From an optimization exercise on the open Yosys and OpenROAD flow, aimed at small area and a short achievable clock period; shortcuts taken in it are not production practice. At most, simulation tests tie the RTL to the original design; equivalence was not proved. Function not checked in run 1: the RTL went through the layout flow alone. The clock cells of runs 2 to 8 come from the design's own scripts or RTL, not from TritonCTS. The flow treats the clock pin as an ideal source. Dropping or thinning the clock tree relies on that and would not hold on a real chip. Power figures rest on the tool's default switching activity, not on a simulated workload.

===== design.v =====
module fifo_top (
    input         clk,
    input         rst,         
    input  [63:0] inputs,
    input         in_vld,
    output        fifo_rdy,
    output [63:0] outputs,
    output        fifo_vld,
    input         mac_rdy
  );
  fifo #(.WORD_L(8), .DEPTH(8), .PORT_L(8)) u_fifo (
    .clk      (clk),
    .rst      (rst),
    .inputs   (inputs),
    .in_vld   (in_vld),
    .fifo_rdy (fifo_rdy),
    .outputs  (outputs),
    .fifo_vld (fifo_vld),
    .mac_rdy  (mac_rdy)
  );
endmodule

module fifo #(parameter WORD_L= 8, DEPTH= 8, PORT_L= 8) (
    input                                   clk,
    input                                   rst,
    input [PORT_L - 1 : 0] [WORD_L -1 : 0]  inputs,
    input                                   in_vld,
    output                                  fifo_rdy,
    output [PORT_L - 1 : 0] [WORD_L -1 : 0] outputs,
    output                                  fifo_vld,
    input                                   mac_rdy
  );
  localparam W = PORT_L * WORD_L;
  localparam M = DEPTH - 1;                 
  logic [M-1:0][W-1:0] mem;
  logic [W-1:0]        out_q;
  logic [M-1:0]        wr_oh;               
  logic [M-1:0]        rd_oh;               
  logic [DEPTH-1:0]    lvl;                 
  logic                rdy_q;               
  logic                wr_en, rd_en, inc, dec, load, to_mem, from_mem;
  logic [DEPTH-1:0]    lvl_n;
  logic [W-1:0]        head;
  assign fifo_rdy = rdy_q;
  assign fifo_vld = lvl[0];
  assign outputs  = out_q;
  assign wr_en    = in_vld  & rdy_q;
  assign rd_en    = mac_rdy & lvl[0];
  assign inc      = wr_en & ~rd_en;
  assign dec      = rd_en & ~wr_en;
  assign load     = mac_rdy | ~lvl[0];
  assign from_mem = mac_rdy & lvl[1];       
  assign to_mem   = wr_en & (lvl[1] | (lvl[0] & ~mac_rdy));
  always_comb begin
    for (int i = 0; i < DEPTH; i++) begin
      if (inc)      lvl_n[i] = (i == 0) ? 1'b1 : lvl[i-1];
      else if (dec) lvl_n[i] = (i == DEPTH-1) ? 1'b0 : lvl[i+1];
      else          lvl_n[i] = lvl[i];
    end
  end
  always_ff @(posedge clk) begin
    if (!rst) begin
      lvl   <= '0;
      rdy_q <= 1'b1;
      wr_oh <= M'(1);
      rd_oh <= M'(1);
    end else begin
      lvl   <= lvl_n;
      rdy_q <= ~lvl_n[DEPTH-1];
      if (to_mem)   wr_oh <= {wr_oh[M-2:0], wr_oh[M-1]};
      if (from_mem) rd_oh <= {rd_oh[M-2:0], rd_oh[M-1]};
    end
  end
  always_comb begin
    head = '0;
    for (int k = 0; k < M; k++)
      head = head | (mem[k] & {W{rd_oh[k]}});
  end
  always_ff @(posedge clk) begin
    for (int k = 0; k < M; k++)
      if (wr_oh[k] & rdy_q) mem[k] <= inputs;
    if (load) out_q <= lvl[1] ? head : inputs;
  end
endmodule

===== flow/run.sh =====
#!/bin/bash
# Standard layout with two changes: port buffers are buf_2 cells (not the
# slow clkdlybuf4s50_1 buffer_ports picks by default) and the clock tree is
# built from fewer, larger sink clusters without dummy loads.
set -euo pipefail
bash standard.sh \
  "BUFFER_PORTS_ARGS=-buffer_cell sky130_fd_sc_hd__buf_2" \
  "CTS_ARGS=-sink_clustering_enable -repair_clock_nets -buf_list sky130_fd_sc_hd__clkbuf_16 -sink_clustering_size 30 -sink_clustering_max_diameter 60 -dont_use_dummy_load" \
  finish > standard.log 2>&1

===== standard.sh =====
#!/bin/bash
# synth_recipe.tcl (not shown) runs the flow's synth.tcl, then flattens the netlist and writes it again
# the make line also repeats each setting of config.mk as NAME=value (left out here)
make -C /OpenROAD-flow-scripts/flow DESIGN_CONFIG=/design/flow/config.mk WORK_HOME=/design/flow/orfs CLKGATE_MAP_FILE= SYNTH_SCRIPT=/design/flow/synth_recipe.tcl "${@:-finish}"

===== config.mk =====
export PLATFORM = sky130hd
export DESIGN_NAME = fifo_top
export DESIGN_NICKNAME = fifo_top
export VERILOG_FILES = /design/flow/design.v
export SDC_FILE = /design/flow/constraint.sdc
export NUM_CORES = 4
export LEC_CHECK = 0
export CAP_MARGIN = 20
export CORE_MARGIN = 2
export CORE_UTILIZATION = 60
export SETUP_SLACK_MARGIN = 2.8
export SLEW_MARGIN = 20

===== constraint.sdc =====
create_clock -name core_clock -period 4.5 [get_ports {clk}]
set_input_delay 0.9000 -clock core_clock [delete_from_list [all_inputs] [get_ports {clk}]]
set_output_delay 0.9000 -clock core_clock [all_outputs]
set_load 0.01 [all_outputs]

==> impl_metrics.json, run 1 <==
{
  "crit_family": "flip-flops",
  "final_cells": 1569,
  "cts_buffers": 36,
  "tightest_slew_ns": 0.781,
  "max_freq_mhz": 481,
  "crit_required_ns": 3.60,
  "ios": 134,
  "cts.sinks": 535,
  "outcome": "timing/DRC/antenna clean",
  "cts_tree": "built",
  "cap_violations": 0,
  "route.detailed.drc": 0,
  "nets": 1237,
  "die_w_um": 184,
  "fin_area_um2": 21900,
  "critPathMaxStageDelay_ns": 0.48,
  "worstReg2RegEnd": "u_fifo.mem[200]",
  "clock_latency_ns": 0.55,
  "crit_path_start": "u_fifo.out_q[5]",
  "cp_max_fo": 1,
  "initial_core_util": 0.612,
  "post_dp_cell_area_um2": 20300,
  "grt_pass1_wl_um": 67600,
  "htree_num_levels": 2,
  "fill_cells": 2063,
  "worstRegToRegCells": 3,
  "core-area_um2": 31700,
  "dpl.hpwl_um": 19100,
  "mappedNetlistArea_um2": 19400,
  "holdBufCountCts": 0,
  "hold_viol": 0,
  "cts_root_buffer": "clkbuf_16",
  "synthArstFlopShare": 0,
  "slew_headroom": 0.479,
  "r2r_start": "u_fifo.rdy_q",
  "wl_um": 49200,
  "die_y_um": 184,
  "drt_pass1_iterations": 6,
  "synth_top_cells_by_area": "edfxtp_1, a222oi_1, a221oi_2",
  "grt_max_degree": 93,
  "critPathKind": "register to primary output",
  "grt_pass1_vias": 10200,
  "cts_max_path_buffers": 3,
  "drtIter0Drc": 1498,
  "grt-ovfl-total": 0,
  "rsz0062_at_grt": "true",
  "ff2ff_setup_slack_ns": 2.72,
  "mostFrequentLayoutCells": "edfxtp_1, buf_2",
  "crit_arrival_ns": 1.18,
  "die_area_um2": 33800,
  "hold_path_startpoint": "u_fifo.wr_oh[0]",
  "avgViaCountPerCell": 6.77,
  "syn_area_per_cell_um2": 19.2,
  "critPathCaptureType": "primary output",
  "drive_above_1_share": 0.245,
  "cp_num_buf_inv": 1,
  "irDropWorstVdd_mv": 0.332,
  "ys_warn_count": 1,
  "min_to": "u_fifo.wr_oh[1]",
  "ys.flop_type": "edfxtp_1",
  "path_depth": 1,
  "fin_crit_sh": 0.462,
  "area_growth_pct": 12.9,
  "period_minus_slack_ns": 2.08,
  "grt_usage": 0.281,
  "io_buffers": 133,
  "synth-edff-count": 512,
  "rows": 65,
  "setup_violations": 0,
  "skew_ns": 0.0437,
  "yosysUniqueCellTypes": 26,
  "layout_commonest_cell": "edfxtp_1",
  "worstHoldPathCells": 2,
  "synth_top_area_frac": 0.792,
  "dp_cells": 1486,
  "cp-start-kind": "register",
  "cp_cell_sequence": "buf_2",
  "setup-tns-final_ns": 0,
  "p_leak_nw": 7.27,
  "synthesis.nets": 1080,
  "synth_seq_cells": 535,
  "clk_pin_slew_ns": 0.08,
  "slowest_stage": "edfxtp_1",
  "routabilityCongestion": 0.700,
  "num_vias": 10600,
  "drtAntennaViolNets": 0,
  "syn_inst": 1010,
  "wl_per_cell_um": 31.4,
  "yosys.area.top_type": "edfxtp_1",
  "antenna_found_initial": 4,
  "min_path_type": "register to register",
  "slew_viol_final": 0,
  "cellPowerDensity_nw_per_um2": 410,
  "ys_seq_area_frac": 0.816
}
-- cell families after synthesis --
kind of cell	count (synthesis)	synth area share
muxes	13	0.00671
and+or+nand+nor	116	0.0258
AOI/OAI and AO/OA	271	0.129
DFF	535	0.816
buffers and inverters	73	0.0214
adders and majority gates	2	0.00129
-- what timing repair did --
item,4_1_cts,5_1_grt
hold endpoints to repair,0,0
gates cloned,10,3
gates resized for setup,15,12
pin swaps,7,0
endpoints found under the setup margin,411,259
buffers inserted,14,18
-- worst reg2reg max path: stages (launching register included) --
cell,delay [ns]
dfxtp_4,0.41
buf_4,0.13
buf_4,0.17
and2_2,0.69
-- flip-flops by register name, summed over array words and instances, names as in the netlist --
name and flops:
u_fifo.mem 448, u_fifo.out_q 64, u_fifo.wr_oh 7, u_fifo.lvl 8
u_fifo.rdy_q 1, u_fifo.rd_oh 7
-- synthesized netlist by cell type, drive strengths merged (13+ instances only) --
library cell	number
a222oi	64
edfxtp	512
mux2i	13
nor2	64
dfxtp	23
a221oi	64
buf	52
nand2	25
clkbuf	18
a31oi	64
and2	14
a22o	64
-- power by group --
group          switching [mW]  internal [mW]
Sequential             0.0563           5.61
Combinational           0.273          0.164
Clock                    1.47           1.42
-- worst max path at each step --
stage                           end
detailed placement  u_fifo.out_q[0]
finish                   outputs[5]
global route             outputs[5]
floorplan           u_fifo.wr_oh[4]
global placement    u_fifo.out_q[0]
CTS                      outputs[5]
-- cell type report --
class | count | area (µm²) | area share
antenna | 2 | 5.00 | 0.000228
inverter | 3 | 11.3 | 0.000514
clock buffer | 36 | 901 | 0.0411
timing repair buffer | 176 | 1300 | 0.0595
tap | 402 | 503 | 0.0230
multi-input combinational | 415 | 3310 | 0.151
sequential | 535 | 15900 | 0.725
-- routing by layer --
metal	GRT usage	part of all wire	up-vias
li1	-	-	4589
met1	0.419	0.42	5413
met2	0.442	0.47	563
met3	0.0440	0.089	60
met4	0.0736	0.017	4
met5	0	0.00047	-
-- stage by stage --
stage	power, mW	setup slack (ns)	utilization	hold WS (ns)
CTS	9.00	2.44	0.681	0.484
finish	8.99	2.42	0.691	0.486
floorplan	5.96	2.41	-	0.449
global route	9.24	2.42	0.691	0.500
global placement	6.16	1.84	0.641	0.462
detailed placement	6.17	1.81	0.641	0.466
==> run 2: changes to the inputs <==
--- a/design.v
+++ b/design.v
@@ -40,4 +40,6 @@
   logic                rdy_q;               
+  logic [M-1:0]        we_q;                
   logic                wr_en, rd_en, inc, dec, load, to_mem, from_mem;
   logic [DEPTH-1:0]    lvl_n;
+  logic [M-1:0]        wr_oh_n;
   logic [W-1:0]        head;
@@ -60,2 +62,3 @@
   end
+  assign wr_oh_n = to_mem ? {wr_oh[M-2:0], wr_oh[M-1]} : wr_oh;
   always_ff @(posedge clk) begin
@@ -65,2 +68,3 @@
       wr_oh <= M'(1);
+      we_q  <= M'(1);
       rd_oh <= M'(1);
@@ -69,3 +73,4 @@
       rdy_q <= ~lvl_n[DEPTH-1];
-      if (to_mem)   wr_oh <= {wr_oh[M-2:0], wr_oh[M-1]};
+      wr_oh <= wr_oh_n;
+      we_q  <= lvl_n[DEPTH-1] ? '0 : wr_oh_n;
       if (from_mem) rd_oh <= {rd_oh[M-2:0], rd_oh[M-1]};
@@ -76,3 +81,3 @@
     for (int k = 0; k < M; k++)
-      head = head | (mem[k] & {W{rd_oh[k]}});
+      head = head | (mem[k] & {W{from_mem & rd_oh[k]}});
   end
@@ -80,5 +85,8 @@
     for (int k = 0; k < M; k++)
-      if (wr_oh[k] & rdy_q) mem[k] <= inputs;
-    if (load) out_q <= lvl[1] ? head : inputs;
+      if (we_q[k]) mem[k] <= inputs;
   end
+  always_ff @(posedge clk)
+    out_q <= (out_q  & {W{~load}})
+           | (inputs & {W{load & ~lvl[1]}})
+           | head;
 endmodule
==> flow/run.sh (replaced) <==
#!/bin/bash
# Standard layout (the standard.sh, standard synthesis unchanged) with two
# changes: port buffers are buf_2 cells instead of the slow clkdlybuf4s50_1
# that buffer_ports picks by default, and the clock tree is a balanced
# two-level tree built by flow/mycts.tcl in place of clock_tree_synthesis.
set -euo pipefail
export MYCTS_LEAF_SIZE=20
export MYCTS_MID=4
bash standard.sh \
  "BUFFER_PORTS_ARGS=-buffer_cell sky130_fd_sc_hd__buf_2" \
  "PRE_CTS_TCL=$PWD/flow/mycts.tcl" \
  finish > standard.log 2>&1
==> flow/mycts.tcl (new file) <==
# Two-level clock tree built by hand, used in place of clock_tree_synthesis.
# The clock port drives a few mid buffers; each drives leaf buffers placed at
# the centroids of k-means clusters of the flip-flops; every flip-flop is
# driven by a leaf buffer. All clock buffers are sky130_fd_sc_hd__clkbuf_16.

proc kmeans {pts k iters} {
  # pts: list of {x y}; returns list of cluster index per point
  set n [llength $pts]
  set cent {}
  # seed: points spread along sorted order
  set sorted [lsort -real -index 0 $pts]
  for {set i 0} {$i < $k} {incr i} {
    lappend cent [lindex $sorted [expr {int(($i + 0.5) * $n / $k)}]]
  }
  set asg [lrepeat $n 0]
  for {set it 0} {$it < $iters} {incr it} {
    set asg {}
    foreach p $pts {
      lassign $p x y
      set best 0; set bd 1e30
      set c 0
      foreach q $cent {
        lassign $q cx cy
        set d [expr {($x-$cx)*($x-$cx) + ($y-$cy)*($y-$cy)}]
        if {$d < $bd} { set bd $d; set best $c }
        incr c
      }
      lappend asg $best
    }
    set sx [lrepeat $k 0.0]; set sy [lrepeat $k 0.0]; set sn [lrepeat $k 0]
    foreach p $pts a $asg {
      lassign $p x y
      lset sx $a [expr {[lindex $sx $a] + $x}]
      lset sy $a [expr {[lindex $sy $a] + $y}]
      lset sn $a [expr {[lindex $sn $a] + 1}]
    }
    set new {}
    for {set c 0} {$c < $k} {incr c} {
      if {[lindex $sn $c] > 0} {
        lappend new [list [expr {[lindex $sx $c] / [lindex $sn $c]}] [expr {[lindex $sy $c] / [lindex $sn $c]}]]
      } else {
        lappend new [lindex $cent $c]
      }
    }
    set cent $new
  }
  return [list $asg $cent]
}

proc balance {pts cent cap} {
  # Assign each point to a cluster with room left, nearest pairs first.
  set pairs {}
  set i 0
  foreach p $pts {
    lassign $p x y
    set c 0
    foreach q $cent {
      lassign $q cx cy
      lappend pairs [list [expr {abs($x-$cx) + abs($y-$cy)}] $i $c]
      incr c
    }
    incr i
  }
  set asg [lrepeat [llength $pts] -1]
  set room [lrepeat [llength $cent] $cap]
  foreach pr [lsort -real -index 0 $pairs] {
    lassign $pr d i c
    if {[lindex $asg $i] >= 0 || [lindex $room $c] <= 0} continue
    lset asg $i $c
    lset room $c [expr {[lindex $room $c] - 1}]
  }
  return $asg
}

proc centroids {pts asg k} {
  set sx [lrepeat $k 0.0]; set sy [lrepeat $k 0.0]; set sn [lrepeat $k 0]
  foreach p $pts a $asg {
    lassign $p x y
    lset sx $a [expr {[lindex $sx $a] + $x}]
    lset sy $a [expr {[lindex $sy $a] + $y}]
    lset sn $a [expr {[lindex $sn $a] + 1}]
  }
  set cent {}
  for {set c 0} {$c < $k} {incr c} {
    set m [expr {max(1, [lindex $sn $c])}]
    lappend cent [list [expr {[lindex $sx $c] / $m}] [expr {[lindex $sy $c] / $m}]]
  }
  return $cent
}

proc inst_center {inst} {
  set b [$inst getBBox]
  return [list [expr {([$b xMin] + [$b xMax]) / 2.0}] [expr {([$b yMin] + [$b yMax]) / 2.0}]]
}

proc my_clock_tree {} {
  set leaf_size [expr {[info exists ::env(MYCTS_LEAF_SIZE)] ? $::env(MYCTS_LEAF_SIZE) : 32}]
  set nmid [expr {[info exists ::env(MYCTS_MID)] ? $::env(MYCTS_MID) : 4}]
  set bufname [expr {[info exists ::env(MYCTS_BUF)] ? $::env(MYCTS_BUF) : "sky130_fd_sc_hd__clkbuf_16"}]
  set block [ord::get_db_block]
  set master [[ord::get_db] findMaster $bufname]
  set clk [$block findNet clk]
  set sinks {}
  set pts {}
  foreach it [$clk getITerms] {
    lappend sinks $it
    lappend pts [inst_center [$it getInst]]
  }
  set n [llength $sinks]
  set k [expr {int(ceil(double($n) / $leaf_size))}]
  puts "mycts: $n sinks, $k leaf buffers, $nmid mid buffers"
  lassign [kmeans $pts $k 30] asg cent
  set cap [expr {int(ceil(double($n) / $k))}]
  for {set r 0} {$r < 8} {incr r} {
    set asg [balance $pts $cent $cap]
    set cent [centroids $pts $asg $k]
  }
  # leaves
  set leaves {}
  for {set c 0} {$c < $k} {incr c} {
    set inst [odb::dbInst_create $block $master "clkbuf_leaf_${c}_clk"]
    set net [odb::dbNet_create $block "clknet_leaf_${c}_clk"]
    $net setSigType CLOCK
    [$inst findITerm X] connect $net
    lassign [lindex $cent $c] x y
    $inst setLocation [expr {int($x)}] [expr {int($y)}]
    $inst setPlacementStatus PLACED
    lappend leaves $inst
  }
  foreach it $sinks a $asg {
    $it disconnect
    $it connect [$block findNet "clknet_leaf_${a}_clk"]
  }
  # mids
  lassign [kmeans $cent $nmid 30] masg mcent
  for {set m 0} {$m < $nmid} {incr m} {
    set inst [odb::dbInst_create $block $master "clkbuf_mid_${m}_clk"]
    set net [odb::dbNet_create $block "clknet_mid_${m}_clk"]
    $net setSigType CLOCK
    [$inst findITerm X] connect $net
    [$inst findITerm A] connect $clk
    lassign [lindex $mcent $m] x y
    $inst setLocation [expr {int($x)}] [expr {int($y)}]
    $inst setPlacementStatus PLACED
  }
  foreach leaf $leaves a $masg {
    [$leaf findITerm A] connect [$block findNet "clknet_mid_${a}_clk"]
  }
  $clk setSigType CLOCK
  catch {global_connect}
  set_propagated_clock [all_clocks]
  puts "mycts: done"
}

rename clock_tree_synthesis orig_clock_tree_synthesis
proc clock_tree_synthesis {args} { my_clock_tree }
==> run 2 against run 1 <==
Wire length up 7.9%. Flip-flop and latch count up 7. Die area up 1.9%. Critical path depth up 8. Global-route usage up 1.4 points. Largest power group unchanged.
==> impl_metrics.json, run 2 <==
{
  "cpMostUsedCell": "buf_12",
  "num_vias": 11800,
  "io_buffers": 133,
  "max_freq_mhz": 562,
  "syn_area_per_cell_um2": 17.1,
  "cp_max_fo": 7,
  "r2r_start": "u_fifo.lvl[0]",
  "met1_usage": 0.411,
  "yosysUniqueCellTypes": 28,
  "period_minus_slack_ns": 1.78,
  "post_dp_cell_area_um2": 21000,
  "die_w_um": 186,
  "synthArstFlopShare": 0,
  "synth_common_cells": "edfxtp_1, a22oi_1, dfxtp_1",
  "mostFrequentLayoutCells": "edfxtp_1, a22oi_1, nand2_1",
  "crit_path_start": "mac_rdy",
  "grt_max_degree": 72,
  "nets": 1438,
  "clkPwrFrac": 0.293,
  "skew_ns": 0.0596,
  "die_area_um2": 34400,
  "routabilityCongestion": 0.688,
  "rows": 66,
  "ios": 134,
  "slew_headroom": 0.543,
  "rsz0062_at_grt": "true",
  "drtIter0Drc": 1451,
  "p_leak_nw": 8.20,
  "fin_area_um2": 23900,
  "mappedNetlistArea_um2": 19800,
  "area_growth_pct": 20.8,
  "ys.flop_type": "edfxtp_1",
  "critPathMaxStageDelay_ns": 0.16,
  "worstReg2RegEnd": "u_fifo.we_q[0]",
  "tightest_slew_ns": 0.686,
  "worstHoldPathCells": 2,
  "layout_commonest_cell": "edfxtp_1",
  "outcome": "timing/DRC/antenna clean",
  "synth-edff-count": 448,
  "grt-ovfl-total": 0,
  "dpl.hpwl_um": 22400,
  "p_sw_mw": 1.99,
  "grt_use_met2": 0.498,
  "worstRegToRegCells": 8,
  "ys_warn_count": 1,
  "fin_crit_sh": 0.396,
  "use_met3": 0.0417,
  "clk_pin_slew_ns": 0.08,
  "busiest_layer": "met2",
  "drt_pass1_iterations": 5,
  "route.detailed.drc": 0,
  "cellPowerDensity_nw_per_um2": 390,
  "top_register": "u_fifo.mem",
  "ys_seq_area_frac": 0.775,
  "grt_usage": 0.295,
  "grt_pass1_wl_um": 73200,
  "avgViaCountPerCell": 6.53,
  "p_int_mw": 7.34,
  "slew_viol_final": 0,
  "yosysMostFrequentCell": "edfxtp_1",
  "swShare": 0.213,
  "clock_latency_ns": 0.38,
  "min_to": "u_fifo.out_q[24]",
  "p_comb_frac": 0.097,
  "ff2ff_setup_slack_ns": 2.80,
  "min_path_type": "register to register",
  "cp-start-kind": "input port",
  "slowest_stage": "nor2b_4",
  "crit_family": "buffers and inverters",
  "wl_per_cell_um": 29.3,
  "setup_violations": 0,
  "cap_violations": 0,
  "synth_seq_cells": 542,
  "synth_top_area_frac": 0.680,
  "hold_viol": 0,
  "irDropWorstVdd_mv": 0.299,
  "critPathKind": "input port to register",
  "crit_arrival_ns": 2.01,
  "largest_reg_flops": 448,
  "synth_top_cells_by_area": "edfxtp_1, dfxtp_1, a22oi_1",
  "die_y_um": 186,
  "crit_required_ns": 4.73,
  "wl_um": 53100,
  "yosys.area.top_type": "edfxtp_1",
  "drtAntennaViolNets": 0,
  "hold_path_startpoint": "u_fifo.mem[280]",
  "critPathCaptureType": "register",
  "core-area_um2": 32500,
  "initial_core_util": 0.608,
  "syn_inst": 1156,
  "sequentialPowerShare": 0.610,
  "setup-tns-final_ns": 0,
  "cp_cell_sequence": "buf_12, nor2b_4, buf_12, buf_8, buf_16, buf_12, nor3b_4, a221oi_2, o21ai_1",
  "antenna_found_initial": 6,
  "top_regs": "u_fifo.mem (448), u_fifo.out_q (64), u_fifo.lvl (8)",
  "drive_above_1_share": 0.354,
  "synthesis.nets": 1226,
  "grt_pass1_vias": 11500,
  "cp_num_buf_inv": 5
}
-- run 2: worst max path at each step --
stage	cells after the start	slack (ns)	to
2_1_floorplan	6	2.72	u_fifo.we_q[1]
3_3_place_gp	4	1.99	u_fifo.out_q[4]
3_5_place_dp	4	1.97	u_fifo.out_q[4]
4_1_cts	1	2.73	outputs[59]
5_1_grt	9	2.69	u_fifo.out_q[35]
6_report	9	2.72	u_fifo.out_q[35]
-- run 2: per-stage QoR --
stage	total power [mW]	setup slack [ns]	cells	hold WS [ns]	util
2_1_floorplan	6.12	2.72	1156	0.453	-
3_5_place_dp	6.36	1.97	1672	0.474	0.645
4_1_cts	9.27	2.73	1785	0.480	0.717
3_3_place_gp	6.34	1.99	1672	0.459	0.645
6_report	9.33	2.72	1812	0.483	0.734
5_1_grt	9.61	2.69	1811	0.502	0.734
-- run 2: timing repair --
action | in CTS | in global routing
gates cloned | 14 | 5
setup endpoints to repair | 293 | 154
resized for setup | 183 | 49
pin swaps | 7 | 8
hold buffers | 0 | 0
buffers inserted | 67 | 18
-- run 2: worst reg2reg max path, cell delays in order (launching register included) --
cell and delay, ns:
dfxtp_4 0.36, buf_6 0.13, nor2b_4 0.14, buf_12 0.14
buf_16 0.14, o21ai_4 0.18, buf_12 0.16, mux2i_4 0.22
o21ai_1 0.07
-- run 2: cells by family after synthesis --
| kind of cell | synth area share |
|---|---|
| DFF | 0.775 |
| muxes | 0.00658 |
| buffers and inverters | 0.0231 |
| and+or+nand+nor | 0.0483 |
| AOI/OAI and AO/OA | 0.145 |
| adders and majority gates | 0.00127 |
-- run 2: area by class of cell --
| type | instances | area (µm²) |
|---|---|---|
| flip-flops and latches | 542 | 15500 |
| fillers | 2075 | 8640 |
| multi-input cells | 534 | 4410 |
| repair buffers | 255 | 2630 |
| plain buffers | 32 | 801 |
| well taps | 442 | 553 |
| inverters | 3 | 16.3 |
| diodes | 4 | 10.0 |
-- run 2: power groups by stage --
stage / clock network, mW / registers, mW / logic [mW]
floorplan: 0 / 5.81 / 0.313
global placement: 0 / 5.79 / 0.553
detailed placement: 0 / 5.79 / 0.568
CTS: 2.76 / 5.69 / 0.825
global route: 2.93 / 5.71 / 0.968
finish: 2.73 / 5.69 / 0.904
-- run 2: routing by layer --
layer,part of all wire,wire length (µm)
met1,0.40,21200
met2,0.50,26400
met3,0.085,4500
met4,0.018,968
met5,0.00051,27
==> run 3: changes to the inputs <==
--- a/config.mk
+++ b/config.mk
@@ -10,3 +10,3 @@
 export CORE_UTILIZATION = 60
-export SETUP_SLACK_MARGIN = 2.8
+export SETUP_SLACK_MARGIN = 2.65
 export SLEW_MARGIN = 20
==> run 3 against run 2 <==
Clock skew down 0.022 ns. Power decreased by 3.7%. Largest cell class unchanged. Maximum frequency is 2.5% lower. Register-to-register slack got worse by 0.07 ns. Die area unchanged. Sequential share of layout area rose by 5.3 points. Critical path type is now register to primary output. Wire length fell by 12%. Sequential power is essentially flat. Area after synthesis unchanged. Critical endpoint is now outputs[60].
==> impl_metrics.json, run 3 <==
{
  "core-area_um2": 32500,
  "crit_path_start": "u_fifo.out_q[60]",
  "route.detailed.drc": 0,
  "antenna_found_initial": 5,
  "drtAntennaViolNets": 0,
  "drt_pass1_iterations": 5,
  "drive_above_1_share": 0.226,
  "ios": 134,
  "yosysUniqueCellTypes": 28,
  "cap_violations": 0,
  "synth_top_cells_by_area": "edfxtp_1, dfxtp_1, a22oi_1",
  "p_int_mw": 7.11,
  "p_sw_mw": 1.87,
  "max_freq_mhz": 548,
  "cp_num_buf_inv": 1,
  "clkPwrFrac": 0.301,
  "routabilityCongestion": 0.718,
  "slew_headroom": 0.518,
  "die_y_um": 186,
  "fin_area_um2": 22000,
  "hold_path_startpoint": "u_fifo.mem[430]",
  "setup_violations": 0,
  "slew_viol_final": 0,
  "grt_pass1_vias": 11000,
  "syn_area_per_cell_um2": 17.1,
  "ys_seq_area_frac": 0.775,
  "wl_per_cell_um": 27.2,
  "die_w_um": 186,
  "irDropWorstVdd_mv": 0.295,
  "p_comb_frac": 0.067,
  "setup-tns-final_ns": 0,
  "num_vias": 11200,
  "yosys.area.top_type": "edfxtp_1",
  "skew_ns": 0.0378,
  "top_register": "u_fifo.mem",
  "final_cells": 1723,
  "synth_seq_cells": 542,
  "crit_arrival_ns": 0.93,
  "die_area_um2": 34400,
  "cp_cell_sequence": "buf_2",
  "syn_inst": 1156,
  "yosysMostFrequentCell": "edfxtp_1",
  "tightest_slew_ns": 0.723,
  "mappedNetlistArea_um2": 19800,
  "p_leak_nw": 7.41,
  "cp_max_fo": 2,
  "io_buffers": 133,
  "total_power_mw": 8.98,
  "crit_family": "flip-flops",
  "synthArstFlopShare": 0,
  "nets": 1349,
  "initial_core_util": 0.608,
  "synth_common_cells": "edfxtp_1, a22oi_1, dfxtp_1",
  "post_dp_cell_area_um2": 20800,
  "largest_reg_flops": 448,
  "fin_crit_sh": 0.406,
  "layout_commonest_cell": "edfxtp_1",
  "critPathKind": "register to primary output",
  "outcome": "timing/DRC/antenna clean",
  "synthesis.nets": 1226,
  "grt_usage": 0.263,
  "critPathCaptureType": "primary output",
  "dpl.hpwl_um": 23300,
  "avgViaCountPerCell": 6.50,
  "synth-edff-count": 448,
  "rsz0062_at_grt": "false",
  "grt_pass1_wl_um": 68000,
  "critPathMaxStageDelay_ns": 0.41,
  "period_minus_slack_ns": 1.83,
  "final_util": 0.675,
  "grt-ovfl-total": 0,
  "top_regs": "u_fifo.mem (448), u_fifo.out_q (64), u_fifo.lvl (8)",
  "ys.flop_type": "edfxtp_1",
  "drtIter0Drc": 1066,
  "crit_required_ns": 3.60,
  "area_growth_pct": 11.0,
  "rows": 66,
  "mostFrequentLayoutCells": "edfxtp_1, buf_2, a22oi_1",
  "grt_max_degree": 72,
  "holdBufCountCts": 0,
  "cp-start-kind": "register",
  "swShare": 0.209,
  "dp_cells": 1673,
  "r2r_start": "u_fifo.rd_oh[3]",
  "clk_pin_slew_ns": 0.08,
  "cellPowerDensity_nw_per_um2": 409,
  "wl_um": 46900,
  "hold_viol": 0,
  "min_path_type": "register to register",
  "sequentialPowerShare": 0.632,
  "slowest_stage": "dfxtp_1",
  "clock_latency_ns": 0.37,
  "synth_top_area_frac": 0.680,
  "ys_warn_count": 1
}
-- run 3: cell types whose count changed in the layout (fill, tap and decap cells not counted), sizes merged --
cell    delta
buf       -86
and3       -4
clkbuf     +1
-- run 3: final timing paths --
check	slack, ns	cells after the start	endpoint
worst max register to register	2.73	3	u_fifo.out_q[63]
worst min register to register	0.47	2	u_fifo.out_q[46]
worst min-delay path	0.47	2	u_fifo.out_q[46]
worst max-delay path	2.67	1	outputs[60]
-- run 3: kinds of logic after synthesis --
kind of cell	after synthesis	share of synthesized area
fa+ha+maj	2	0.00127
compound gates	338	0.145
mux	13	0.00658
buf+inv	85	0.0231
simple gates	176	0.0483
flops	542	0.775
-- run 3: layout make-up --
class | count | area, µm²
Sequential cell | 542 | 15400
Buffer | 32 | 801
Multi-Input combinational cell | 530 | 4050
Tap cell | 442 | 553
Fill cell | 2282 | 10600
Antenna cell | 4 | 10.0
Timing Repair Buffer | 170 | 1160
Inverter | 3 | 11.3
-- run 3: metrics by stage --
step           worst slack (ns)  hold slack [ns]
2_1_floorplan              2.67            0.453
3_3_place_gp               1.86            0.460
3_5_place_dp               1.84            0.472
4_1_cts                    2.62            0.472
5_1_grt                    2.65            0.506
6_report                   2.67            0.468
-- run 3: what timing repair did --
action | CTS | global route
setup endpoints to repair | 174 | 83
pin swaps | 2 | 2
cloned | 2 | 3
resized for setup | 24 | 13
buffers inserted | 5 | 4
-- run 3: layer usage --
layer  global-route usage  part of all wire  wire length [µm]  vias up
met1                0.401              0.45             21000     5852
met3               0.0303             0.067              3140       47
met4               0.0435             0.014               635        4
met5                    0           0.00045                21        -
li1                     -                 -                 -     4930
met2                0.422              0.47             22100      369
-- run 3: power by group through the flow --
stage          Sequential [mW]  Clock, mW  Combinational [mW]
6_report                  5.68       2.70               0.605
3_3_place_gp              5.79          0               0.541
3_5_place_dp              5.79          0               0.554
2_1_floorplan             5.81          0               0.297
4_1_cts                   5.68       2.73               0.583
5_1_grt                   5.69       2.90               0.668
==> run 4: changes to the inputs <==
--- a/flow/run.sh
+++ b/flow/run.sh
@@ -6,3 +6,3 @@
 set -euo pipefail
-export MYCTS_LEAF_SIZE=20
+export MYCTS_LEAF_SIZE=24
 export MYCTS_MID=4
--- a/config.mk
+++ b/config.mk
@@ -9,3 +9,3 @@
 export CORE_MARGIN = 2
-export CORE_UTILIZATION = 60
+export CORE_UTILIZATION = 70
 export SETUP_SLACK_MARGIN = 2.65
==> run 4 against run 3 <==
Still clean on timing, DRC and antenna. Area after synthesis unchanged. Via count up 1.5%. Maximum frequency down 0.71%. Global-route usage up 3.8 points. Clock power down about 10%. Combinational power up 1%.
==> impl_metrics.json, run 4 <==
{
  "cp_max_fo": 8,
  "drive_above_1_share": 0.223,
  "grt_max_degree": 65,
  "route.detailed.drc": 0,
  "drtAntennaViolNets": 0,
  "period_minus_slack_ns": 1.84,
  "clock_latency_ns": 0.36,
  "yosysUniqueCellTypes": 28,
  "io_buffers": 133,
  "synthArstFlopShare": 0,
  "critPathCaptureType": "register",
  "dp_cells": 1608,
  "core-area_um2": 27800,
  "drtIter0Drc": 1500,
  "synth_common_cells": "edfxtp_1, a22oi_1, dfxtp_1",
  "slew_viol_final": 0,
  "die_y_um": 172,
  "synth_top_cells_by_area": "edfxtp_1, dfxtp_1, a22oi_1",
  "rows": 61,
  "grt_usage": 0.301,
  "clk_pin_slew_ns": 0.09,
  "synth-edff-count": 448,
  "synth_seq_cells": 542,
  "r2r_start": "u_fifo.we_q[2]",
  "ys_seq_area_frac": 0.775,
  "syn_area_per_cell_um2": 17.1,
  "setup_violations": 0,
  "synthesis.nets": 1226,
  "layout_commonest_cell": "edfxtp_1",
  "cellPowerDensity_nw_per_um2": 400,
  "ys_warn_count": 1,
  "area_growth_pct": 10.1,
  "grt_pass1_vias": 11100,
  "critPathKind": "input port to register",
  "ios": 134,
  "ys.flop_type": "edfxtp_1",
  "num_vias": 11400,
  "syn_inst": 1156,
  "largest_reg_flops": 448,
  "mappedNetlistArea_um2": 19800,
  "routabilityCongestion": 0.729,
  "min_path_type": "register to register",
  "crit_required_ns": 4.71,
  "final_util": 0.784,
  "irDropWorstVdd_mv": 0.291,
  "top_register": "u_fifo.mem",
  "die_w_um": 172,
  "top_regs": "u_fifo.mem (448), u_fifo.out_q (64), u_fifo.lvl (8)",
  "crit_arrival_ns": 2.05,
  "grt_pass1_wl_um": 66100,
  "outcome": "timing/DRC/antenna clean",
  "cap_violations": 0,
  "synth_top_area_frac": 0.680,
  "crit_path_start": "mac_rdy",
  "p_leak_nw": 7.33,
  "grt-ovfl-total": 0,
  "hold_path_startpoint": "u_fifo.mem[398]",
  "hold_viol": 0,
  "skew_ns": 0.0382,
  "avgViaCountPerCell": 6.89,
  "rsz0062_at_grt": "true",
  "final_cells": 1651,
  "initial_core_util": 0.712,
  "setup-tns-final_ns": 0,
  "dpl.hpwl_um": 22600,
  "die_area_um2": 29600,
  "antenna_found_initial": 5,
  "yosysMostFrequentCell": "edfxtp_1",
  "tightest_slew_ns": 1.11,
  "yosys.area.top_type": "edfxtp_1",
  "wl_um": 45400,
  "mostFrequentLayoutCells": "edfxtp_1, buf_2, a22oi_1",
  "holdBufCountCts": 0,
  "ff2ff_setup_slack_ns": 2.74,
  "cp-start-kind": "input port",
  "slew_headroom": 0.260,
  "wl_per_cell_um": 27.5,
  "fin_crit_sh": 0.409,
  "drt_pass1_iterations": 5,
  "max_freq_mhz": 544,
  "nets": 1343
}
[run 4: final timing paths]
check / cells after the start / end
setup / recovery: 8 / u_fifo.wr_oh[6]
hold / removal: 2 / u_fifo.out_q[14]
setup reg to reg: 1 / u_fifo.mem[169]
hold reg to reg: 2 / u_fifo.out_q[14]
[run 4: cells by family (layout without fill, tap and decap cells)]
kind of cell,count (synthesis),count (layout),share of synthesized area
AND/OR/NAND/NOR,176,178,0.0483
AO/OA/AOI/OAI,338,338,0.145
adder cells (fa/ha/maj),2,2,0.00127
other,0,2,0
buffers and inverters,85,198,0.0231
multiplexers,13,13,0.00658
flip-flops,542,542,0.775
[run 4: stage by stage]
stage	worst slack (ns)	power, mW	hold slack (ns)	cell area (µm²)
3_3_place_gp	1.86	6.32	0.458	20700
3_5_place_dp	1.80	6.34	0.477	20700
6_report	2.66	8.71	0.491	21800
5_1_grt	2.62	8.95	0.511	21800
2_1_floorplan	2.67	6.10	0.453	19800
4_1_cts	2.60	8.72	0.488	21600
[run 4: final cells by class]
cell class	instances	area, µm²
tap	378	473
antenna	2	5.00
inverter	3	11.3
multi-input combinational	531	4080
sequential	542	15400
timing repair buffer	168	1150
fill	1615	6000
buffer	27	676
[run 4: routing by layer]
metal,wire (µm),up-vias,track usage
met3,4070,71,0.0426
met5,49,-,0
met4,733,8,0.0526
met1,18300,5802,0.424
li1,-,4921,-
met2,22200,572,0.517
[run 4: worst max-delay path, stage by stage]
cell and delay (ns):
buf_12 0.11, nor2b_4 0.05, buf_12 0.14, buf_16 0.14, o21ai_4 0.20, buf_6 0.14
mux2i_1 0.25, nor2b_1 0.09
[run 4: where the power goes]
part / switching (mW) / internal [mW]
Clock: 1.34 / 1.08
Combinational: 0.345 / 0.269
Sequential: 0.101 / 5.57
[run 4: what timing repair did]
| item | in CTS | in global routing |
|---|---|---|
| cloned | 5 | 1 |
| resized for setup | 25 | 20 |
| pin swaps | 3 | 2 |
| setup buffers | 1 | 7 |
| endpoints found under the setup margin | 195 | 57 |
==> run 5: changes to the inputs <==
--- a/design.v
+++ b/design.v
@@ -81,3 +81,3 @@
     for (int k = 0; k < M; k++)
-      head = head | (mem[k] & {W{from_mem & rd_oh[k]}});
+      head = head | (mem[k] & {W{rd_oh[k]}});
   end
@@ -88,5 +88,3 @@
   always_ff @(posedge clk)
-    out_q <= (out_q  & {W{~load}})
-           | (inputs & {W{load & ~lvl[1]}})
-           | head;
+    if (load) out_q <= lvl[1] ? head : inputs;
 endmodule
--- a/flow/run.sh
+++ b/flow/run.sh
@@ -6,3 +6,3 @@
 set -euo pipefail
-export MYCTS_LEAF_SIZE=24
+export MYCTS_LEAF_SIZE=20
 export MYCTS_MID=4
--- a/config.mk
+++ b/config.mk
@@ -9,3 +9,3 @@
 export CORE_MARGIN = 2
-export CORE_UTILIZATION = 70
+export CORE_UTILIZATION = 60
 export SETUP_SLACK_MARGIN = 2.65
==> run 5 against run 4 <==
Sequential power is 1% higher. Register-to-register slack worse by 0.03 ns. Sequential share of layout area rose by 4.6 points. First-iteration DRC count decreased by 11%. Hold slack gained 0.028 ns. Design area shrank 2.2%. Critical path type is now register to primary output. Largest cell class unchanged. Highest routed layer unchanged.
==> impl_metrics.json, run 5 <==
{
  "outcome": "timing/DRC/antenna clean",
  "die_w_um": 183,
  "hold_viol": 0,
  "max_freq_mhz": 528,
  "drtAntennaViolNets": 0,
  "synth_seq_cells": 542,
  "num_vias": 10400,
  "wl_um": 44500,
  "cp_max_fo": 1,
  "synth_top_cells_by_area": "edfxtp_1, a22oi_1, a222oi_1",
  "syn_area_per_cell_um2": 19.0,
  "ys_seq_area_frac": 0.829,
  "yosys.area.top_type": "edfxtp_1",
  "cp-start-kind": "register",
  "grt_pass1_vias": 10100,
  "grt_usage": 0.246,
  "cp_cell_sequence": "buf_2",
  "holdBufCountCts": 0,
  "slew_viol_final": 0,
  "mostFrequentLayoutCells": "edfxtp_1, buf_2, a22oi_1",
  "nets": 1203,
  "rsz0062_at_grt": "true",
  "mappedNetlistArea_um2": 19300,
  "antenna_found_initial": 5,
  "cap_violations": 0,
  "ios": 134,
  "critPathMaxStageDelay_ns": 0.46,
  "drive_above_1_share": 0.182,
  "drtIter0Drc": 1337,
  "ys_warn_count": 1,
  "crit_arrival_ns": 1.00,
  "critPathCaptureType": "primary output",
  "synth-edff-count": 512,
  "setup_violations": 0,
  "rows": 65,
  "yosysMostFrequentCell": "edfxtp_1",
  "worstRegToRegCells": 1,
  "clock_latency_ns": 0.36,
  "worstHoldPathCells": 2,
  "crit_required_ns": 3.60,
  "area_growth_pct": 10.6,
  "ff2ff_setup_slack_ns": 2.71,
  "top_regs": "u_fifo.mem (448), u_fifo.out_q (64), u_fifo.lvl (8)",
  "r2r_start": "u_fifo.we_q[3]",
  "min_path_type": "register to register",
  "irDropWorstVdd_mv": 0.288,
  "worstReg2RegEnd": "u_fifo.mem[232]",
  "slew_headroom": 0.275,
  "setup-tns-final_ns": 0,
  "io_buffers": 133,
  "critPathKind": "register to primary output",
  "fill_cells": 2111,
  "synth_common_cells": "edfxtp_1, a22oi_1, nor2_1",
  "die_area_um2": 33600,
  "ys.flop_type": "edfxtp_1",
  "pre_cts_slack_ns": 1.99,
  "synth_top_area_frac": 0.798,
  "final_cells": 1536,
  "layout_commonest_cell": "edfxtp_1",
  "wl_per_cell_um": 29.0,
  "die_y_um": 183,
  "grt_max_degree": 80,
  "min_to": "u_fifo.we_q[1]",
  "initial_core_util": 0.611,
  "skew_ns": 0.0423,
  "grt-ovfl-total": 0,
  "tightest_slew_ns": 1.09,
  "crit_family": "flip-flops",
  "cp_num_buf_inv": 1,
  "drt_pass1_iterations": 8,
  "clk_pin_slew_ns": 0.08,
  "fin_crit_sh": 0.421,
  "p_leak_nw": 6.81,
  "hold_path_startpoint": "u_fifo.wr_oh[0]",
  "timing.final.ws_setup_ns": 2.60,
  "total_power_mw": 8.79,
  "grt_pass1_wl_um": 61900,
  "slowest_stage": "edfxtp_1",
  "dp_cells": 1490,
  "cellPowerDensity_nw_per_um2": 413,
  "top_register": "u_fifo.mem",
  "synthesis.nets": 1086,
  "routabilityCongestion": 0.718,
  "hold_ws_ns": 0.518,
  "yosysUniqueCellTypes": 26,
  "core-area_um2": 31600,
  "syn_inst": 1016,
  "period_minus_slack_ns": 1.90,
  "route.detailed.drc": 0,
  "synthArstFlopShare": 0,
  "avgViaCountPerCell": 6.77,
  "dpl.hpwl_um": 18800,
  "largest_reg_flops": 448
}
-- run 5: changes by cell type in the layout (fill, tap and decap cells not counted), sizes merged, moves of 3 or more --
| cell | delta |
|---|---|
| nand3 | +8 |
| a222oi | +64 |
| o21ai | -64 |
| a41oi | +64 |
| and3 | -4 |
| nand2 | -68 |
| a221oi | -128 |
| dfxtp | -64 |
| clkbuf | +4 |
| buf | -11 |
| bufbuf | -3 |
| edfxtp | +64 |
| nor2 | +64 |
| nor3b | -64 |
-- run 5: layout make-up --
class                           instances  area [µm²]  share of cell area
Antenna cell                            3        7.51            0.000352
Buffer                                 32         801              0.0376
Inverter                                4        18.8            0.000881
Multi-Input combinational cell        400        2930               0.137
Sequential cell                       542       16000               0.753
Tap cell                              402         503              0.0236
Timing Repair Buffer                  153        1010              0.0476
-- run 5: cells by family (layout without fill, tap and decap cells) --
family / after synthesis / after routing / share of synthesized area
other: 0 / 3 / 0
adder cells (fa/ha/maj): 2 / 2 / 0.00130
buffers and inverters: 74 / 189 / 0.0197
AO/OA/AOI/OAI: 273 / 273 / 0.118
flip-flops: 542 / 542 / 0.829
AND/OR/NAND/NOR: 112 / 112 / 0.0247
multiplexers: 13 / 13 / 0.00675
-- run 5: worst max path at each step --
stage,start,endpoint,slack [ns],cells past startpoint
finish,u_fifo.out_q[2],outputs[2],2.60,1
global route,u_fifo.out_q[2],outputs[2],2.58,1
CTS,u_fifo.out_q[22],outputs[22],2.62,1
detailed placement,mac_rdy,u_fifo.out_q[28],1.99,4
global placement,mac_rdy,u_fifo.out_q[28],1.96,4
floorplan,mac_rdy,u_fifo.out_q[0],2.00,3
-- run 5: metrics by stage --
step	area, µm²	utilization
6_report	21300	0.675
5_1_grt	21300	0.675
4_1_cts	21100	0.668
3_5_place_dp	20200	0.641
3_3_place_gp	20200	0.641
2_1_floorplan	19300	-
-- run 5: per-layer routing --
metal,GRT usage,vias to the layer above,share of wire
met2,0.411,503,0.48
li1,-,4497,-
met4,0.0493,6,0.017
met5,0,-,0.00085
met1,0.357,5330,0.41
met3,0.0316,58,0.092
-- run 5: where the power goes --
part	total [mW]	leakage (nW)	switching, mW	internal (mW)
clock	2.67	0.394	1.40	1.27
sequential	5.74	5.04	0.0783	5.66
combinational	0.379	1.37	0.230	0.149
-- run 5: timing repair --
item / CTS / global route
buffers inserted: 3 / 8
pin swaps: 1 / 0
resized for setup: 3 / 3
endpoints found under the setup margin: 94 / 91
==> run 6: changes to the inputs <==
==> flow/run.sh (replaced) <==
#!/bin/bash
# Standard layout (the standard.sh, standard synthesis unchanged) with
# three changes:
#  - port buffers are buf_2 cells instead of the slow clkdlybuf4s50_1 that
#    buffer_ports picks by default;
#  - after global placement, flow/outff.tcl moves each flip-flop that drives
#    an output port buffer next to that buffer (detailed placement legalizes);
#  - the clock tree is a balanced two-level inverter tree built by
#    flow/mycts.tcl in place of clock_tree_synthesis.
set -euo pipefail
export MYCTS_LEAF_SIZE=20
export MYCTS_MID=4
export MYCTS_BUF=sky130_fd_sc_hd__clkinv_8
export MYCTS_MIDBUF=sky130_fd_sc_hd__clkinv_16
bash standard.sh \
  "BUFFER_PORTS_ARGS=-buffer_cell sky130_fd_sc_hd__buf_2" \
  "POST_GLOBAL_PLACE_TCL=$PWD/flow/outff.tcl" \
  "PRE_CTS_TCL=$PWD/flow/mycts.tcl" \
  finish > standard.log 2>&1
--- a/flow/mycts.tcl
+++ b/flow/mycts.tcl
@@ -101,2 +101,4 @@
   set master [[ord::get_db] findMaster $bufname]
+  set midname [expr {[info exists ::env(MYCTS_MIDBUF)] ? $::env(MYCTS_MIDBUF) : $bufname}]
+  set mmaster [[ord::get_db] findMaster $midname]
   set clk [$block findNet clk]
@@ -123,3 +125,3 @@
     $net setSigType CLOCK
-    [$inst findITerm X] connect $net
+    [$inst getFirstOutput] connect $net
     lassign [lindex $cent $c] x y
@@ -136,6 +138,6 @@
   for {set m 0} {$m < $nmid} {incr m} {
-    set inst [odb::dbInst_create $block $master "clkbuf_mid_${m}_clk"]
+    set inst [odb::dbInst_create $block $mmaster "clkbuf_mid_${m}_clk"]
     set net [odb::dbNet_create $block "clknet_mid_${m}_clk"]
     $net setSigType CLOCK
-    [$inst findITerm X] connect $net
+    [$inst getFirstOutput] connect $net
     [$inst findITerm A] connect $clk
==> flow/outff.tcl (new file) <==
# After global placement: move each flip-flop that drives an output port's
# buffer next to that buffer, so the flop's output wire is short. Detailed
# placement legalizes the moved cells afterwards.
proc move_output_flops {} {
  set block [ord::get_db_block]
  set die [$block getDieArea]
  set cx [expr {([$die xMin] + [$die xMax]) / 2.0}]
  set cy [expr {([$die yMin] + [$die yMax]) / 2.0}]
  set step [expr {[info exists ::env(OUTFF_STEP_UM)] ? $::env(OUTFF_STEP_UM) : 6.0}]
  set step [expr {$step * [$block getDbUnitsPerMicron]}]
  set moved 0
  foreach bt [$block getBTerms] {
    if {[$bt getIoType] != "OUTPUT"} continue
    set net [$bt getNet]
    if {$net == "NULL"} continue
    set buf ""
    foreach it [$net getITerms] {
      if {[$it isOutputSignal]} { set buf [$it getInst] }
    }
    if {$buf == ""} continue
    set ff ""
    foreach it [$buf getITerms] {
      if {[$it isInputSignal]} {
        set n [$it getNet]
        if {$n == "NULL"} continue
        foreach j [$n getITerms] {
          if {[$j isOutputSignal] && [[[$j getInst] getMaster] isSequential]} { set ff [$j getInst] }
        }
      }
    }
    if {$ff == ""} continue
    lassign [$buf getLocation] bx by
    set dx [expr {$cx - $bx}]; set dy [expr {$cy - $by}]
    set d [expr {hypot($dx, $dy)}]
    if {$d < 1} continue
    set x [expr {int($bx + $step * $dx / $d)}]
    set y [expr {int($by + $step * $dy / $d)}]
    $ff setLocation $x $y
    incr moved
  }
  puts "outff: moved $moved output flip-flops next to their port buffers"
}
move_output_flops
--- a/config.mk
+++ b/config.mk
@@ -10,3 +10,3 @@
 export CORE_UTILIZATION = 60
-export SETUP_SLACK_MARGIN = 2.65
+export SETUP_SLACK_MARGIN = 3.0
 export SLEW_MARGIN = 20
==> run 6 against run 5 <==
Final cell count up 6.4%. Sequential share of layout area down 5.4 points. Register-to-register slack better by 0.18 ns.
==> impl_metrics.json, run 6 <==
{
  "p_leak_nw": 7.46,
  "synth_top_cells_by_area": "edfxtp_1, a22oi_1, a222oi_1",
  "crit_arrival_ns": 1.79,
  "grt-ovfl-total": 0,
  "cp-start-kind": "input port",
  "ys.flop_type": "edfxtp_1",
  "clock_latency_ns": 0.25,
  "nets": 1304,
  "num_vias": 10900,
  "synth_common_cells": "edfxtp_1, a22oi_1, nor2_1",
  "ys_seq_area_frac": 0.829,
  "slowest_stage": "bufbuf_16",
  "top_register": "u_fifo.mem",
  "p_sw_mw": 2.03,
  "worstHoldPathCells": 2,
  "p_int_mw": 6.23,
  "cpMostUsedCell": "buf_12",
  "grt_pass1_wl_um": 66800,
  "drive_above_1_share": 0.284,
  "synthesis.nets": 1086,
  "largest_reg_flops": 448,
  "mappedNetlistArea_um2": 19300,
  "rows": 65,
  "synth_seq_cells": 542,
  "cp_cell_sequence": "buf_12, nor2b_4, clkinvlp_4, buf_12, bufbuf_16",
  "top_regs": "u_fifo.mem (448), u_fifo.out_q (64), u_fifo.lvl (8)",
  "core-area_um2": 31600,
  "synth-edff-count": 512,
  "antenna_found_initial": 4,
  "drtAntennaViolNets": 0,
  "critPathMaxStageDelay_ns": 0.29,
  "critPathCaptureType": "register",
  "fin_crit_sh": 0.392,
  "outcome": "timing/DRC/antenna clean",
  "period_minus_slack_ns": 1.76,
  "grt_pass1_vias": 10400,
  "layout_commonest_cell": "edfxtp_1",
  "grt_usage": 0.271,
  "tightest_slew_ns": 0.511,
  "drtIter0Drc": 1481,
  "clk_pin_slew_ns": 0.08,
  "clkPwrFrac": 0.242,
  "die_area_um2": 33600,
  "yosysUniqueCellTypes": 26,
  "io_buffers": 133,
  "wl_um": 49100,
  "crit_required_ns": 4.53,
  "synth_top_area_frac": 0.798,
  "min_path_type": "register to register",
  "met1_usage": 0.384,
  "rsz0062_at_grt": "true",
  "yosys.area.top_type": "edfxtp_1",
  "p_comb_frac": 0.065,
  "area_growth_pct": 19.1,
  "multiInputGateArea_um2": 3210,
  "swShare": 0.246,
  "die_w_um": 183,
  "fill_cells": 1888,
  "die_y_um": 183,
  "syn_inst": 1016,
  "slew_headroom": 0.659,
  "skew_ns": 0.0685,
  "route.detailed.drc": 0,
  "setup-tns-final_ns": 0,
  "grt_max_degree": 67,
  "cap_violations": 0,
  "ys_warn_count": 1,
  "dpl.hpwl_um": 21000,
  "ios": 134,
  "cp_max_fo": 9,
  "mostFrequentLayoutCells": "edfxtp_1, buf_2, a22oi_1",
  "sequentialPowerShare": 0.693,
  "syn_area_per_cell_um2": 19.0,
  "worstRegToRegCells": 4,
  "setup_violations": 0,
  "max_freq_mhz": 567,
  "yosysMostFrequentCell": "edfxtp_1",
  "busiest_layer": "met2",
  "wl_per_cell_um": 30.0,
  "synthArstFlopShare": 0,
  "slew_viol_final": 0,
  "ff2ff_setup_slack_ns": 2.89,
  "irDropWorstVdd_mv": 0.315,
  "cellPowerDensity_nw_per_um2": 360,
  "use_met3": 0.0439,
  "critPathKind": "input port to register",
  "initial_core_util": 0.611,
  "regArea_um2": 16000,
  "hold_ws_ns": 0.553,
  "avgViaCountPerCell": 6.66,
  "grt_use_met2": 0.463,
  "drt_pass1_iterations": 6,
  "hold_viol": 0
}
run 6: metal layers:
layer | vias up | part of all wire | wire (µm)
met4 | 6 | 0.016 | 784
met3 | 63 | 0.090 | 4420
met2 | 502 | 0.50 | 24400
met5 | - | 0.00084 | 41
met1 | 5598 | 0.40 | 19400
li1 | 4727 | - | -
run 6: final cells by class:
type | instances | share of cell area
Sequential cell | 542 | 0.699
Multi-Input combinational cell | 400 | 0.140
Timing Repair Buffer | 254 | 0.113
Inverter | 36 | 0.0260
Tap cell | 402 | 0.0219
Antenna cell | 1 | 0.000109
run 6: timing repair:
| action | in CTS | in global routing |
|---|---|---|
| setup endpoints to repair | 420 | 247 |
| hold endpoints to repair | 0 | 0 |
| hold buffers | 0 | 0 |
| gates resized for setup | 118 | 69 |
| cloned | 12 | 10 |
| setup buffers | 51 | 26 |
| pin swaps | 41 | 70 |
run 6: path summary, 6_finish.rpt:
path | endpoint | startpoint
worst max register to register | u_fifo.out_q[52] | u_fifo.rd_oh[0]
worst max-delay path | u_fifo.out_q[60] | mac_rdy
worst min-delay path | u_fifo.rd_oh[4] | u_fifo.rd_oh[3]
worst min register to register | u_fifo.rd_oh[4] | u_fifo.rd_oh[3]
run 6: cells by family after synthesis:
kind of cell	synth area share
muxes	0.00675
and+or+nand+nor	0.0247
buffers and inverters	0.0197
DFF	0.829
adders and majority gates	0.00130
AOI/OAI and AO/OA	0.118
run 6: power groups by stage:
stage	logic [mW]	clock network [mW]	registers [mW]
floorplan	0.150	0	5.87
global placement	0.366	0	5.85
detailed placement	0.381	0	5.84
CTS	0.497	2.03	5.72
global route	0.573	2.21	5.73
finish	0.535	2.00	5.72
run 6: per-stage QoR:
step	setup slack, ns	utilization	cell area [µm²]	instances	total power, mW
2_1_floorplan	2.00	-	19300	1016	6.02
3_3_place_gp	1.82	0.643	20300	1503	6.22
3_5_place_dp	1.87	0.643	20300	1503	6.23
4_1_cts	2.78	0.702	22200	1598	8.24
5_1_grt	2.71	0.727	22900	1634	8.51
6_report	2.74	0.727	22900	1635	8.26
run 6: critical path: cells and delay by family:
family | cells | cell delay (ns)
buf+inv | 4 | 0.74
simple gates | 1 | 0.15
==> run 7: changes to the inputs <==
--- a/config.mk
+++ b/config.mk
@@ -9,4 +9,4 @@
 export CORE_MARGIN = 2
-export CORE_UTILIZATION = 60
-export SETUP_SLACK_MARGIN = 3.0
+export CORE_UTILIZATION = 70
+export SETUP_SLACK_MARGIN = 2.8
 export SLEW_MARGIN = 20
==> run 7 against run 6 <==
Still clean. First-iteration DRC count up 8.4%. Area after synthesis unchanged. Clock skew down 0.022 ns. Power fell by 1.7%. Critical endpoint is now u_fifo.wr_oh[1]. Largest cell class unchanged.
==> impl_metrics.json, run 7 <==
{
  "holdBufCountCts": 0,
  "ys_seq_area_frac": 0.829,
  "grt_max_degree": 65,
  "crit_required_ns": 4.59,
  "slowest_stage": "mux2i_1",
  "fin_crit_sh": 0.387,
  "synth_top_cells_by_area": "edfxtp_1, a22oi_1, a222oi_1",
  "io_buffers": 133,
  "die_y_um": 170,
  "antenna_found_initial": 8,
  "critPathKind": "input port to register",
  "pre_cts_slack_ns": 2.16,
  "tightest_slew_ns": 1.10,
  "mappedNetlistArea_um2": 19300,
  "ios": 134,
  "outcome": "timing/DRC/antenna clean",
  "slew_viol_final": 0,
  "crit_arrival_ns": 1.83,
  "irDropWorstVdd_mv": 0.328,
  "cp_max_fo": 7,
  "min_path_type": "register to register",
  "drt_pass1_iterations": 7,
  "critPathCaptureType": "register",
  "grt_pass1_vias": 10500,
  "rows": 60,
  "hold_viol": 0,
  "grt_usage": 0.298,
  "cp_cell_sequence": "buf_8, nand2_4, inv_4, buf_12, o21ai_4, buf_12, mux2i_1, nor2b_1",
  "max_freq_mhz": 575,
  "drtIter0Drc": 1606,
  "post_dp_cell_area_um2": 20200,
  "timing.final.ws_setup_ns": 2.76,
  "top_regs": "u_fifo.mem (448), u_fifo.out_q (64), u_fifo.lvl (8)",
  "route.detailed.drc": 0,
  "synthArstFlopShare": 0,
  "syn_area_per_cell_um2": 19.0,
  "cp-start-kind": "input port",
  "dp_cells": 1437,
  "die_w_um": 170,
  "yosysUniqueCellTypes": 26,
  "initial_core_util": 0.713,
  "setup_violations": 0,
  "fill_cells": 1440,
  "largest_reg_flops": 448,
  "total_power_mw": 8.12,
  "layout_commonest_cell": "edfxtp_1",
  "area_growth_pct": 10.5,
  "cpMostUsedCell": "buf_12",
  "cap_violations": 0,
  "synthesis.nets": 1086,
  "clk_pin_slew_ns": 0.08,
  "ys_warn_count": 1,
  "rsz0062_at_grt": "true",
  "slew_headroom": 0.266,
  "synth_common_cells": "edfxtp_1, a22oi_1, nor2_1",
  "nets": 1221,
  "grt_pass1_wl_um": 63400,
  "die_area_um2": 28900,
  "mostFrequentLayoutCells": "edfxtp_1, buf_2, a22oi_1",
  "yosys.area.top_type": "edfxtp_1",
  "top_register": "u_fifo.mem",
  "avgViaCountPerCell": 6.97,
  "fin_area_um2": 21300,
  "wl_per_cell_um": 28.6,
  "drtAntennaViolNets": 0,
  "skew_ns": 0.0463,
  "dpl.hpwl_um": 20500,
  "synth_top_area_frac": 0.798,
  "core-area_um2": 27000,
  "p_leak_nw": 6.73,
  "final_cells": 1494,
  "setup-tns-final_ns": 0,
  "num_vias": 10400,
  "ys.flop_type": "edfxtp_1",
  "period_minus_slack_ns": 1.74,
  "synth-edff-count": 512,
  "clock_latency_ns": 0.24,
  "yosysMostFrequentCell": "edfxtp_1",
  "critPathMaxStageDelay_ns": 0.30,
  "grt-ovfl-total": 0,
  "drive_above_1_share": 0.209,
  "syn_inst": 1016,
  "cellPowerDensity_nw_per_um2": 381,
  "wl_um": 42700,
  "synth_seq_cells": 542
}
-- run 7: cell counts after synthesis --
No cell type changed its count.
-- run 7: path summary, 6_finish.rpt --
| path | from | end | slack [ns] | cells after the start |
|---|---|---|---|---|
| setup reg to reg | u_fifo.rd_oh[2] | u_fifo.out_q[55] | 2.86 | 3 |
| hold / removal | u_fifo.wr_oh[0] | u_fifo.wr_oh[0] | 0.53 | 2 |
| setup / recovery | in_vld | u_fifo.wr_oh[1] | 2.76 | 8 |
| hold reg to reg | u_fifo.wr_oh[0] | u_fifo.wr_oh[0] | 0.53 | 2 |
-- run 7: routing by layer --
| layer | part of all wire | vias up | track usage |
|---|---|---|---|
| met5 | 0.00096 | - | 0 |
| met4 | 0.024 | 6 | 0.0780 |
| met3 | 0.098 | 78 | 0.0414 |
| met2 | 0.48 | 579 | 0.481 |
| met1 | 0.39 | 5195 | 0.443 |
| li1 | - | 4549 | - |
-- run 7: layout make-up --
type                            instances  area [µm²]  share of cell area
Antenna cell                            4        10.0            0.000470
Multi-Input combinational cell        400        3020               0.142
Sequential cell                       542       16000               0.753
Timing Repair Buffer                  171        1210              0.0570
Tap cell                              341         427              0.0200
Inverter                               36         597              0.0280
-- run 7: through the flow --
step / hold slack (ns) / utilization
after floorplan: 0.454 / -
after global placement: 0.472 / 0.747
after detailed placement: 0.476 / 0.747
after CTS: 0.494 / 0.782
after global routing: 0.557 / 0.788
final: 0.533 / 0.788
-- run 7: logic make-up after synthesis --
logic type,count (synthesis),synth area share
and+or+nand+nor,112,0.0247
AOI/OAI and AO/OA,273,0.118
adders and majority gates,2,0.00130
buffers and inverters,74,0.0197
muxes,13,0.00675
DFF,542,0.829
-- run 7: repair_timing --
item | CTS | global route
pin swaps | 4 | 10
hold endpoints to repair | 0 | 0
setup buffers | 16 | 5
endpoints found under the setup margin | 235 | 54
gates resized for setup | 43 | 23
-- run 7: report_power, final --
group | switching, mW | leakage (nW) | internal [mW]
registers | 0.0657 | 5.04 | 5.66
clock network | 1.64 | 0.239 | 0.325
logic | 0.257 | 1.45 | 0.166
total | 1.97 | 6.73 | 6.15
-- run 7: critical path: cells and delay by family --
family | cells | cell delay [ns]
buffers and inverters | 4 | 0.42
multiplexers | 1 | 0.30
AND/OR/NAND/NOR | 2 | 0.14
AO/OA/AOI/OAI | 1 | 0.06
==> run 8: changes to the inputs <==
--- a/config.mk
+++ b/config.mk
@@ -9,4 +9,4 @@
 export CORE_MARGIN = 2
-export CORE_UTILIZATION = 70
-export SETUP_SLACK_MARGIN = 2.8
+export CORE_UTILIZATION = 60
+export SETUP_SLACK_MARGIN = 2.9
 export SLEW_MARGIN = 20
==> run 8 against run 7 <==
Critical path depth shrank 2. Design area grew 3.7%. Critical endpoint is now u_fifo.out_q[31]. Core utilization fell by 8.8 points. Worst setup slack worse by 0.059 ns. Sequential power about the same. Highest routed layer unchanged. Flip-flop and latch count did not move. Final cell count increased by 6.5%. Still clean on timing, DRC and antenna.
==> impl_metrics.json, run 8 <==
{
  "num_vias": 10500,
  "cp_max_fo": 9,
  "wl_per_cell_um": 28.3,
  "period_minus_slack_ns": 1.80,
  "cp-start-kind": "input port",
  "synth_top_cells_by_area": "edfxtp_1, a22oi_1, a222oi_1",
  "drtAntennaViolNets": 0,
  "syn_inst": 1016,
  "wl_um": 45000,
  "fin_crit_sh": 0.400,
  "ios": 134,
  "synth_top_area_frac": 0.798,
  "synthArstFlopShare": 0,
  "top_regs": "u_fifo.mem (448), u_fifo.out_q (64), u_fifo.lvl (8)",
  "max_freq_mhz": 556,
  "slew_headroom": 0.639,
  "clkPwrFrac": 0.241,
  "mappedNetlistArea_um2": 19300,
  "core-area_um2": 31600,
  "regArea_um2": 16000,
  "outcome": "timing/DRC/antenna clean",
  "yosysMostFrequentCell": "edfxtp_1",
  "total_power_mw": 8.20,
  "layout_commonest_cell": "edfxtp_1",
  "drive_above_1_share": 0.242,
  "yosysUniqueCellTypes": 26,
  "synth-edff-count": 512,
  "drtIter0Drc": 1319,
  "grt_pass1_vias": 10300,
  "avgViaCountPerCell": 6.61,
  "worstHoldPathCells": 2,
  "ys_seq_area_frac": 0.829,
  "ys_warn_count": 1,
  "path_depth": 6,
  "crit_family": "buffers and inverters",
  "multiInputGateArea_um2": 3090,
  "rows": 65,
  "min_path_type": "register to register",
  "die_y_um": 183,
  "largest_reg_flops": 448,
  "final_util": 0.700,
  "dpl.hpwl_um": 21000,
  "syn_area_per_cell_um2": 19.0,
  "p_comb_frac": 0.061,
  "grt_usage": 0.264,
  "rsz0062_at_grt": "true",
  "setup-tns-final_ns": 0,
  "ys.flop_type": "edfxtp_1",
  "irDropWorstVdd_mv": 0.311,
  "setup_violations": 0,
  "nets": 1260,
  "slowest_stage": "buf_12",
  "worstRegToRegCells": 3,
  "tightest_slew_ns": 0.541,
  "critPathKind": "input port to register",
  "io_buffers": 133,
  "die_w_um": 183,
  "cap_violations": 0,
  "fill_cells": 2000,
  "critPathCaptureType": "register",
  "grt_max_degree": 67,
  "synth_seq_cells": 542,
  "p_sw_mw": 1.99,
  "clock_latency_ns": 0.25,
  "critPathMaxStageDelay_ns": 0.18,
  "route.detailed.drc": 0,
  "synth_common_cells": "edfxtp_1, a22oi_1, nor2_1",
  "drt_pass1_iterations": 7,
  "cellPowerDensity_nw_per_um2": 371,
  "p_int_mw": 6.21,
  "synthesis.nets": 1086,
  "swShare": 0.243,
  "initial_core_util": 0.611,
  "die_area_um2": 33600,
  "antenna_found_initial": 5,
  "area_growth_pct": 14.7,
  "sequentialPowerShare": 0.698,
  "crit_arrival_ns": 1.77,
  "skew_ns": 0.0657,
  "crit_required_ns": 4.47,
  "cp_num_buf_inv": 5,
  "p_leak_nw": 7.10,
  "cp_cell_sequence": "buf_12, nor2b_4, clkinvlp_4, buf_12, buf_4, buf_16",
  "slew_viol_final": 0,
  "grt-ovfl-total": 0,
  "yosys.area.top_type": "edfxtp_1",
  "clk_pin_slew_ns": 0.08,
  "grt_pass1_wl_um": 65100,
  "top_register": "u_fifo.mem",
  "cpMostUsedCell": "buf_12",
  "hold_viol": 0,
  "mostFrequentLayoutCells": "edfxtp_1, a22oi_1, buf_2"
}
==> run 8: logic make-up after synthesis <==
logic type      synth area share
buf+inv                   0.0197
simple gates              0.0247
compound gates             0.118
fa+ha+maj                0.00130
flops                      0.829
mux                      0.00675
==> run 8: tightest hold or removal path: stages (launching register included) <==
cell and delay, ns:
dfxtp_2 0.37, nand3_1 0.09, a21boi_0 0.07
==> run 8: worst paths after layout <==
path,startpoint,to,slack (ns)
worst max-delay path,mac_rdy,u_fifo.out_q[31],2.70
worst min register to register,u_fifo.rd_oh[4],u_fifo.rd_oh[5],0.50
worst max register to register,u_fifo.rd_oh[5],u_fifo.out_q[23],2.92
worst min-delay path,u_fifo.rd_oh[4],u_fifo.rd_oh[5],0.50
==> run 8: area by class of cell <==
cell class,instances,share of cell area
antenna,1,0.000113
sequential,542,0.726
tap,402,0.0228
multi-input combinational,400,0.140
inverter,36,0.0270
timing repair buffer,210,0.0847
==> run 8: power groups by stage <==
stage	sequential (mW)	clock [mW]	combinational [mW]
final	5.72	1.98	0.502
after global routing	5.74	2.20	0.541
after CTS	5.72	2.03	0.479
after detailed placement	5.84	0	0.381
after global placement	5.85	0	0.366
after floorplan	5.87	0	0.150
==> run 8: repair_timing <==
| item | 4_1_cts | 5_1_grt |
|---|---|---|
| gates resized for setup | 82 | 41 |
| cloned | 7 | 2 |
| hold buffers | 0 | 0 |
| endpoints found under the setup margin | 413 | 196 |
| pin swaps | 20 | 16 |
| hold endpoints to repair | 0 | 0 |
| setup buffers | 35 | 11 |
==> run 8: per-layer routing <==
layer	wire length [µm]	GRT usage
met1	18000	0.377
met2	22100	0.443
met3	4130	0.0437
met4	711	0.0442
met5	48	0
==> run 8: metrics by stage <==
stage | setup slack (ns) | hold WS (ns) | instance area [µm²] | cells
CTS | 2.73 | 0.496 | 21700 | 1577
global route | 2.68 | 0.520 | 22100 | 1590
global placement | 1.82 | 0.475 | 20300 | 1503
detailed placement | 1.87 | 0.485 | 20300 | 1503
floorplan | 2.00 | 0.454 | 19300 | 1016
finish | 2.70 | 0.501 | 22100 | 1591

## what the ideal ports hide
The results above use ideal ports. As a check the final layouts listed here were re-extracted and re-timed, cells and wires unchanged. Step 1 sets driving cells, clkbuf_16 on the clock port and buf_2 on the other inputs (assumed; they add their load-dependent delay and slew). Step 2 also shifts input and output timing later by t, the mid clock arrival at the registers, as if the neighbouring blocks saw the same clock. Slacks: no drivers / after step 1 / after step 2; pairs: no drivers / after step 1.
| run | shift t [ns] | setup slack, ns |
|---|---|---|
| run 1 | 0.571 | 2.421 / 2.370 / 2.276 |
| run 2 | 0.462 | 2.719 / 2.623 / 2.325 |
| run 3 | 0.466 | 2.674 / 2.560 / 2.317 |
| run 4 | 0.453 | 2.661 / 2.571 / 2.260 |
| run 5 | 0.453 | 2.604 / 2.493 / 2.395 |
| run 6 | 0.472 | 2.737 / 2.538 / 2.460 |
| run 7 | 0.456 | 2.761 / 2.558 / 2.503 |
| run 8 | 0.469 | 2.701 / 2.548 / 2.430 |
After both steps every run listed still meets setup and hold.
